Source: an optimization exercise on an open RTL-to-GDS flow (aim: small area, a short achievable clock period and few clock cycles). Production flows keep margins and buffers that such runs may drop. Only simulation tests tie the RTL to the original design; equivalence was not proved. Power is estimated from default activity; no workload was simulated.

===== design/flow/design.v =====
module Controller_module (
    input working_clock,
    input reset_machine,
    input controller_change_mode,
    input key_valid,
    input [3:0]key_code,
    output key_ack,
    output reg out_valid,
    output reg out_device,
    output reg [7:0]out_char,
    output editing,
    output halted
    );
    localparam [3:0] S_ZER = 4'h0, S_INP = 4'h1, S_OUP = 4'h2, S_PAS = 4'h3,
                     S_MOL = 4'h4, S_SUB = 4'h5, S_LOL = 4'h6, S_MOR = 4'h7,
                     S_ADD = 4'h8, S_LOR = 4'h9, S_CEO = 4'ha, S_END = 4'hb;
    localparam [2:0] M_EDIT = 3'd0, M_RUN = 3'd1, M_HALT = 3'd2,
                     M_FSCAN = 3'd3, M_BSCAN = 3'd4;
    localparam [2:0] O_ID = 3'd0, O_INC = 3'd1, O_DEC = 3'd2, O_ZER = 3'd3, O_KEY = 3'd4;
    localparam [1:0] K_NOP = 2'd0, K_OPS = 2'd1, K_LOL = 2'd2, K_END = 2'd3;
    reg [2:0] mode;
    wire run = (mode == M_RUN);
    reg [3:0] bank0 [0:31];
    reg [3:0] bank1 [0:31];
    reg [3:0] bank2 [0:31];
    reg [3:0] bank3 [0:30];   
    reg [6:0] cursor;
    reg [6:0] hw;             
    reg [3:0] kreg;           
    reg kv;
    wire [6:0] waddr = kv ? cursor : hw;
    wire [3:0] wdata = kv ? kreg : S_END;
    wire we = (mode == M_EDIT) && (kv ? (kreg <= 4'hb) : 1'b1) && waddr != 7'd127;
    always @(posedge working_clock) begin
        if (we && waddr[1:0] == 2'd0) bank0[waddr[6:2]] <= wdata;
        if (we && waddr[1:0] == 2'd1) bank1[waddr[6:2]] <= wdata;
        if (we && waddr[1:0] == 2'd2) bank2[waddr[6:2]] <= wdata;
        if (we && waddr[1:0] == 2'd3) bank3[waddr[6:2]] <= wdata;
    end
    reg [6:0] pc;
    wire [4:0] q0 = pc[6:2];
    wire [4:0] q1 = pc[6:2] + 5'd1;
    wire [3:0] r0 = bank0[(pc[1:0] > 2'd0) ? q1 : q0];
    wire [3:0] r1 = bank1[(pc[1:0] > 2'd1) ? q1 : q0];
    wire [3:0] r2 = bank2[(pc[1:0] > 2'd2) ? q1 : q0];
    wire [4:0] i3 = q0;
    wire [3:0] r3 = (i3 == 5'd31) ? S_END : bank3[i3];
    reg [3:0] w0, w1, w2, w3;    
    always @(*) begin
        case (pc[1:0])
        2'd0: begin w0 = r0; w1 = r1; w2 = r2; w3 = r3; end
        2'd1: begin w0 = r1; w1 = r2; w2 = r3; w3 = r0; end
        2'd2: begin w0 = r2; w1 = r3; w2 = r0; w3 = r1; end
        default: begin w0 = r3; w1 = r0; w2 = r1; w3 = r2; end
        endcase
    end
    function is_op(input [3:0] s);
        is_op = (s == S_ADD) || (s == S_SUB) || (s == S_ZER) || (s == S_INP) ||
                (s == S_OUP) || (s == S_CEO) || (s == S_PAS);
    endfunction
    function is_mv(input [3:0] s);
        is_mv = (s == S_MOL) || (s == S_MOR);
    endfunction
    function [2:0] op_of(input [3:0] s);
        case (s)
        S_ADD: op_of = O_INC;
        S_SUB: op_of = O_DEC;
        S_ZER: op_of = O_ZER;
        S_INP: op_of = O_KEY;
        default: op_of = O_ID;
        endcase
    endfunction
    reg [3:0] sa, sm, sb, sr;
    reg has_a, has_m, has_b, has_r;
    reg [2:0] f_len;
    reg [1:0] f_kind;
    always @(*) begin
        has_a = is_op(w0);
        sa = w0;
        sm = has_a ? w1 : w0;
        has_m = is_mv(sm);
        case ({has_a, has_m})
        2'b00: sb = w0;
        2'b01, 2'b10: sb = w1;
        default: sb = w2;
        endcase
        has_b = (has_a || has_m) && is_op(sb) &&
                !(has_a && sa == S_INP && sb == S_INP) &&
                !(has_a && sa == S_OUP && sb == S_OUP);
        case ({1'b0, has_a} + {1'b0, has_m} + {1'b0, has_b})
        2'd0: sr = w0;
        2'd1: sr = w1;
        2'd2: sr = w2;
        default: sr = w3;
        endcase
        has_r = (sr == S_LOR);
        f_len = {2'b0, has_a} + {2'b0, has_m} + {2'b0, has_b} + {2'b0, has_r};
        if (w0 == S_LOL) begin
            f_kind = K_LOL;
            f_len = 3'd1;
        end else if (f_len == 3'd0) begin
            f_kind = K_END;
        end else begin
            f_kind = K_OPS;
        end
    end
    wire [2:0] f_aop = has_a ? op_of(sa) : O_ID;
    wire [2:0] f_bop = has_b ? op_of(sb) : O_ID;
    wire f_aout = has_a && sa == S_OUP;
    wire f_bout = has_b && sb == S_OUP;
    wire f_asw = has_a && sa == S_CEO;
    wire f_bsw = has_b && sb == S_CEO;
    wire f_inp = (has_a && sa == S_INP) || (has_b && sb == S_INP);
    wire [1:0] f_mv = !has_m ? 2'd0 : (sm == S_MOR) ? 2'd2 : 2'd1;
    reg [1:0] f_csrc;         
    reg [2:0] f_cdel;         
    always @(*) begin
        if (f_bop == O_ZER || f_bop == O_KEY) begin
            f_csrc = (f_bop == O_ZER) ? 2'd1 : 2'd2;
            f_cdel = 3'd0;
        end else begin
            f_cdel = (f_bop == O_INC) ? 3'd1 : (f_bop == O_DEC) ? 3'b111 : 3'd0;
            if (f_aop == O_ZER || f_aop == O_KEY)
                f_csrc = (f_aop == O_ZER) ? 2'd1 : 2'd2;
            else begin
                f_csrc = 2'd0;
                f_cdel = f_cdel + ((f_aop == O_INC) ? 3'd1 : (f_aop == O_DEC) ? 3'b111 : 3'd0);
            end
        end
    end
    reg [1:0] u_kind;
    reg [2:0] u_aop, u_bop;
    reg [1:0] u_mv;
    reg u_aout, u_bout, u_asw, u_bsw, u_inp, u_br, u_pred;
    reg [1:0] u_csrc;
    reg [2:0] u_cdel;
    reg [6:0] ft;             
    reg [6:0] s0, s1;         
    reg [6:0] d;              
    reg [6:0] cnt;            
    reg [7:0] mem [0:63];    
    reg [5:0] ptr;
    reg dev;
    wire [7:0] cur = mem[0];
    wire active = run && u_kind == K_OPS;
    wire stall = active && u_inp && !key_valid;
    wire go = active && !stall;
    wire [7:0] key8 = {4'd0, key_code};
    function [7:0] apply(input [2:0] op, input [7:0] x);
        case (op)
        O_INC: apply = x + 8'd1;
        O_DEC: apply = x - 8'd1;
        O_ZER: apply = 8'd0;
        O_KEY: apply = key8;
        default: apply = x;
        endcase
    endfunction
    wire moved = (u_mv == 2'd2 && ptr != 6'd63) || (u_mv == 2'd1 && ptr != 6'd0);
    wire [7:0] nb = (u_mv == 2'd2) ? mem[1] : mem[63];
    wire [7:0] v0 = apply(u_aop, cur);
    wire [7:0] vb = apply(u_bop, nb);
    wire [7:0] csrc = (u_csrc == 2'd0) ? cur : (u_csrc == 2'd2) ? key8 : 8'd0;
    wire [7:0] vc = csrc + {{5{u_cdel[2]}}, u_cdel};
    wire [7:0] v1 = moved ? vb : vc;
    wire z1 = (v1 == 8'd0);
    wire cur_zero = (cur == 8'd0);
    wire e_push = run && u_kind == K_LOL && !cur_zero;
    wire e_skip = run && u_kind == K_LOL && cur_zero;
    wire e_miss = go && u_br && u_pred && z1;
    wire e_pop_u = go && u_br && !u_pred && z1;
    wire e_back = go && u_br && !u_pred && !z1;
    wire e_end = run && u_kind == K_END;
    wire [6:0] d_eff = e_push ? d + 7'd1 : e_pop_u ? d - 7'd1 : d;
    wire [6:0] top_eff = e_push ? pc : (d_eff == 7'd1) ? s0 : s1;
    wire has_top = (d_eff == 7'd1) || (d_eff == 7'd2);
    assign key_ack = key_valid && (mode == M_EDIT || (active && u_inp));
    assign editing = (mode == M_EDIT) && !kv;
    assign halted = (mode == M_HALT);
    task load_bundle;
        begin
            u_kind <= f_kind;
            u_aop <= f_aop; u_bop <= f_bop; u_mv <= f_mv;
            u_aout <= f_aout; u_bout <= f_bout; u_asw <= f_asw; u_bsw <= f_bsw;
            u_inp <= f_inp; u_br <= has_r && f_kind == K_OPS;
            u_csrc <= f_csrc; u_cdel <= f_cdel;
        end
    endtask
    always @(posedge working_clock) begin
        if (reset_machine) begin
            mode <= M_EDIT;
            cursor <= 7'd0;
            hw <= 7'd0;
            kv <= 1'b0;
            ptr <= 6'd0;
            dev <= 1'b0;
            out_valid <= 1'b0;
            d <= 7'd0;
            u_kind <= K_NOP;
        end else begin
            out_valid <= go && (u_aout || u_bout);
            kv <= key_valid && mode == M_EDIT;
            kreg <= key_code;
            if (kv) begin
                if (kreg <= 4'ha) begin
                    if (cursor != 7'd127) cursor <= cursor + 7'd1;
                    if (cursor == hw && cursor != 7'd127) hw <= hw + 7'd1;
                end else if (kreg == 4'hb) begin
                    if (cursor != 7'd0) cursor <= cursor - 7'd1;
                end
            end
            if (go) begin
                if (moved && u_mv == 2'd2) ptr <= ptr + 6'd1;
                if (moved && u_mv == 2'd1) ptr <= ptr - 6'd1;
                dev <= dev ^ u_asw ^ u_bsw;
            end
            if (e_push) begin
                d <= d + 7'd1;
                if (d == 7'd0) s0 <= pc;
                if (d == 7'd1) s1 <= pc;
            end
            if (e_miss || e_pop_u) d <= d - 7'd1;
            case (mode)
            M_EDIT: if (controller_change_mode) begin
                mode <= M_RUN;
                load_bundle;
                u_pred <= 1'b0;
                pc <= {4'd0, f_len};    
            end else begin
                pc <= 7'd0;
            end
            M_RUN: begin
                if (e_end) mode <= M_HALT;
                else if (e_skip) begin
                    mode <= M_FSCAN;
                    cnt <= 7'd0;
                    u_kind <= K_NOP;
                end else if (e_back) begin
                    mode <= M_BSCAN;
                    cnt <= 7'd0;
                    pc <= pc - 7'd2;
                    u_kind <= K_NOP;
                end else if (e_miss) begin
                    pc <= ft;
                    u_kind <= K_NOP;
                end else if (!stall) begin
                    load_bundle;
                    if (f_kind == K_OPS && has_r && has_top) begin
                        pc <= top_eff;
                        ft <= pc + {4'd0, f_len};
                        u_pred <= 1'b1;
                    end else begin
                        pc <= pc + {4'd0, f_len};
                        u_pred <= 1'b0;
                    end
                end
            end
            M_FSCAN: begin
                pc <= pc + 7'd1;
                if (w0 == S_LOL) cnt <= cnt + 7'd1;
                if (w0 == S_LOR) begin
                    cnt <= cnt - 7'd1;
                    if (cnt == 7'd0) mode <= M_RUN;
                end
            end
            M_BSCAN: begin
                pc <= pc - 7'd1;
                if (w0 == S_LOR) cnt <= cnt + 7'd1;
                if (w0 == S_LOL) begin
                    cnt <= cnt - 7'd1;
                    if (cnt == 7'd0) begin
                        mode <= M_RUN;
                        pc <= pc + 7'd1;
                    end
                end
            end
            default: ;
            endcase
        end
        if (go && (u_aout || u_bout)) begin
            out_char <= u_aout ? cur : moved ? nb : v0;
            out_device <= u_aout ? dev : dev ^ u_asw;
        end
    end
    integer i;
    always @(posedge working_clock) begin
        if (reset_machine) begin
            for (i = 0; i < 64; i = i + 1) mem[i] <= 8'd0;
        end else if (go && moved && u_mv == 2'd2) begin
            for (i = 0; i < 63; i = i + 1) mem[i] <= mem[i + 1];
            mem[0] <= v1;
            mem[63] <= v0;
        end else if (go && moved) begin
            for (i = 2; i < 64; i = i + 1) mem[i] <= mem[i - 1];
            mem[0] <= v1;
            mem[1] <= v0;
        end else if (go) begin
            mem[0] <= v1;
        end
    end
endmodule

===== design/flow/run.sh =====
#!/bin/bash
# synth_recipe.tcl (not shown) runs the flow's synth.tcl, then flattens the netlist and writes it again
# the make line also repeats each setting of config.mk as NAME=value (left out here)
make -C /OpenROAD-flow-scripts/flow DESIGN_CONFIG=/design/flow/config.mk WORK_HOME=/design/flow/orfs CLKGATE_MAP_FILE= SYNTH_SCRIPT=/design/flow/synth_recipe.tcl finish

===== design/flow/config.mk =====
export PLATFORM = sky130hd
export DESIGN_NAME = Controller_module
export DESIGN_NICKNAME = Controller_module
export VERILOG_FILES = /design/flow/design.v
export SDC_FILE = /design/flow/constraint.sdc
export NUM_CORES = 4
export LEC_CHECK = 0
export ABC_CLOCK_PERIOD_IN_PS = 3000
export CAP_MARGIN = 20
export CORE_MARGIN = 2
export CORE_UTILIZATION = 40
export SETUP_SLACK_MARGIN = 2.5
export SLEW_MARGIN = 20

===== design/flow/constraint.sdc =====
create_clock -name core_clock -period 6.0 [get_ports {working_clock}]
set_input_delay 1.2000 -clock core_clock [delete_from_list [all_inputs] [get_ports {working_clock}]]
set_output_delay 1.2000 -clock core_clock [all_outputs]
set_load 0.01 [all_outputs]

==> results.txt <==
==> state kept, by name (all words and copies together), names as in the netlist, 8 cells and up, named ones only <==
| name | count |
|---|---|
| bank0 | 128 |
| bank1 | 128 |
| bank2 | 128 |
| bank3 | 124 |
| mem | 512 |
| out_char | 8 |
==> layer usage <==
layer | GRT usage | wire length [um]
met1 | 0.311 | 72300
met2 | 0.324 | 68400
met3 | 0.0366 | 10700
met4 | 0.0676 | 4240
met5 | 0 | 16
==> per-stage QoR <==
| step | std cells | hold slack [ns] |
|---|---|---|
| global route | 7775 | 0.488 |
| global placement | 7461 | 0.476 |
| finish | 7776 | 0.471 |
| floorplan | 5704 | 0.457 |
| detailed placement | 7461 | 0.482 |
| CTS | 7753 | 0.468 |
==> worst min path at each step <==
| stage | to | slack [ns] |
|---|---|---|
| 6_report | mem[30][4]$_SDFFE_PP0P_ | 0.47 |
| 5_1_grt | mem[44][6]$_SDFFE_PP0P_ | 0.49 |
| 4_1_cts | mem[30][4]$_SDFFE_PP0P_ | 0.47 |
| 3_5_place_dp | mem[24][1]$_SDFFE_PP0P_ | 0.48 |
| 3_3_place_gp | mem[62][2]$_SDFFE_PP0P_ | 0.48 |
| 2_1_floorplan | ptr[2]$_SDFFE_PP0P_ | 0.46 |
==> cell usage after synthesis (all sizes together) (9+ instances only) <==
| cell type | count |
|---|---|
| nand2 | 1187 |
| nor2 | 750 |
| edfxtp | 576 |
| dfxtp | 552 |
| a311oi | 501 |
| clkbuf | 386 |
| mux2i | 299 |
| a21oi | 136 |
| a22oi | 125 |
| o21ai | 97 |
| buf | 90 |
| nor3 | 87 |
| nand3 | 79 |
| inv | 64 |
| ha | 57 |
| mux4 | 54 |
| xnor2 | 48 |
| a211oi | 46 |
| mux2 | 32 |
| nand4 | 32 |
| nor2b | 31 |
| and2 | 29 |
| or2 | 29 |
| xor2 | 29 |
| a31oi | 28 |
| nand2b | 28 |
| a21o | 26 |
| o22ai | 24 |
| o211ai | 23 |
| or3 | 20 |
| a221oi | 19 |
| nor4 | 16 |
| and3 | 15 |
| o21a | 12 |
| o31ai | 11 |
| nand3b | 10 |
| a211o | 9 |
| a22o | 9 |
| o21bai | 9 |
| o221ai | 9 |
==> critical path: cells and delay by family, from the launching register on <==
family | cells | cell delay [ns]
simple gates | 13 | 2.16
compound gates | 12 | 1.96
mux | 3 | 1.30
fa+ha+maj | 6 | 1.30
buf+inv | 7 | 0.99
flops | 1 | 0.38
xor+xnor | 1 | 0.17
==> cell families (layout without fill, tap and decap cells) <==
logic type | count (synthesis) | after routing | share of synthesized area
adders and majority gates | 65 | 65 | 0.0157
xor gates and xnor gates | 77 | 77 | 0.0129
AOI/OAI and AO/OA | 1166 | 1166 | 0.163
DFF | 1128 | 1128 | 0.510
and+or+nand+nor | 2342 | 2342 | 0.175
muxes | 385 | 385 | 0.0826
other | 0 | 1 | 0
buffers and inverters | 541 | 818 | 0.0413
==> repair_timing <==
| item | CTS | global route |
|---|---|---|
| cloned | 5 | 2 |
| gates resized for setup | 159 | 108 |
| hold buffers | 0 | 0 |
| pin swaps | 64 | 36 |
| setup endpoints to repair | 303 | 457 |
| buffers inserted | 72 | 20 |
==> where the power goes <==
group	total [mW]	internal (mW)	switching (mW)
registers	9.38	8.91	0.476
clock network	7.48	4.23	3.25
logic	29.0	14.0	15.0
total	45.9	27.1	18.8
==> cell type report <==
cell class / count / area, sq um / share of cell area
antenna: 1 / 2.50 / 0.0000378
clock buffer: 143 / 3130 / 0.0472
clock inverter: 72 / 852 / 0.0129
inverter: 65 / 270 / 0.00408
multi-input combinational: 4035 / 26300 / 0.397
sequential: 1128 / 28300 / 0.428
tap: 1794 / 2240 / 0.0339
timing repair buffer: 538 / 5060 / 0.0765
==> reports/metrics.yaml <==
outcome: "finished with violations"
check.faults: "setup timing"
grt_overflow_total: 0
crit_top_cell: "ha_4"
final_core_util: 0.481
drive_gt1_frac: 0.178
cts_tree: "built"
fin_area_sq_um: 66200
start_kind: "register"
worstHoldStart: "mem[29][4]$_SDFFE_PP0P_"
ys.flop_type: "edfxtp_1"
cp.arrival_ns: 9.01
drc_errors: 0
post_synth_num_cell_types: 110
syn_avg_cell_area_sq_um: 9.75
die_h_um: 377
rsz0062_at_grt: "true"
ys_ff_latch: 1128
die_x_um: 377
clkTransAtPathRegs_ns: 0.06
fin_crit_sh: 1.40
finalWirelength_mm: 156
reg2reg_from: "pc[2]$_DFFE_PN_"
placed_cell_area_sq_um: 60100
htreeDepth: 3
vias: 44700
skew_ns: 0.0465
portBuffers: 20
rows: 136
antenna_found_initial: 2
worst-setup-path-type: "reg2reg"
synth_nets: 5777
mostFrequentLayoutCells: "nand2_1, nor2_1, edfxtp_1, dfxtp_1, a311oi_1"
dp_hpwl_mm: 102
finalSetupTns_ns: -72.37
areaGrowthSynthToFinish_pct: 19.1
synthesis.area_sq_um: 55600
wl_per_cell_um: 20.0
grt_max_degree: 229
total_power_mw: 45.9
grt_pass1_vias: 42100
rrSetupSlack_ns: -2.39
grt.total_usage: 0.214
via_per_inst: 5.75
postSynthCellCount: 5704
critPathMaxStageDelay_ns: 0.55
ant_nets: 0
yosysTopAreaCellShare: 0.311
async_reset_ff_frac: 0
slew_headroom: 0.127
cp_slowest_cell: "mux4_2"
dpl_worst_slack_ns: -2.88
dieArea_sq_um: 142000
end_kind: "register"
boundaryPins: 21
fin_crit_ns: 8.39
drtIter0Drc: 4598
maxCapViolCount: 0
min_path_type: "reg2reg"
yosysSeqAreaShare: 0.510
powerDensity_nw_per_um2: 693
synth_edf_count: 576
gp_congestion: 0.939
synthTopCellsByArea: "edfxtp_1, dfxtp_1, nand2_1"
reg2reg_depth: 42
max_clock_freq_mhz: 119
peakVddDrop_mv: 1.35
drt_pass1_iterations: 6
numCtsBuffers: 118
leakagePower_nw: 21.4
layout.nets: 5959
core-area_sq_um: 138000
crit_start: "pc[2]$_DFFE_PN_"
cts-root-buf: "clkbuf_16"
grt_first_pass_wirelength_mm: 244
setup_viol: 41
n_fill_cell: 12600
min_path_cells: 2
worst_slack_ns: -2.39
initial_core_util: 0.404
hold_viol_final: 0
clkLatencyLatePin_ns: 0.78
cp_max_fo: 13
clock-sinks: 1128
synth-warning-count: 2
cp_data_required_time_ns: 6.63
cts_buffer_depth: 3
worst_pin_slew_ns: 1.31
yosysTopAreaCell: "edfxtp_1"
drv_slew: 0
layout.cells.most_common: "nand2_1"
Testbench counts, summed over its fixed seeds: cycles 34,830.

separate check: timing with driven ports:
The results above use ideal ports. As a check the final layout listed here was re-extracted and re-timed, cells and wires unchanged. Step 1 assumes that a clkbuf_16 drives the clock port and a buf_2 every other input. Step 2, shift: input delay + t, output delay - t, t = (earliest + latest rising clock arrival at the registers) / 2. This alone moves slack from input paths to output paths. Slacks: no drivers / after step 1 / after step 2; pairs: no drivers / after step 1.
shift t [ns]: 0.831
setup WS [ns]: -2.387 / -2.387 / -2.387
worst setup path after step 2: register to register
slew at the worst register clock pin (ns): 0.07 / 0.07
pins driven straight from the clock port: 1
For this run, drivers alone change the setup slack by 0.000 ns; drivers and shift together by 0.000 ns.
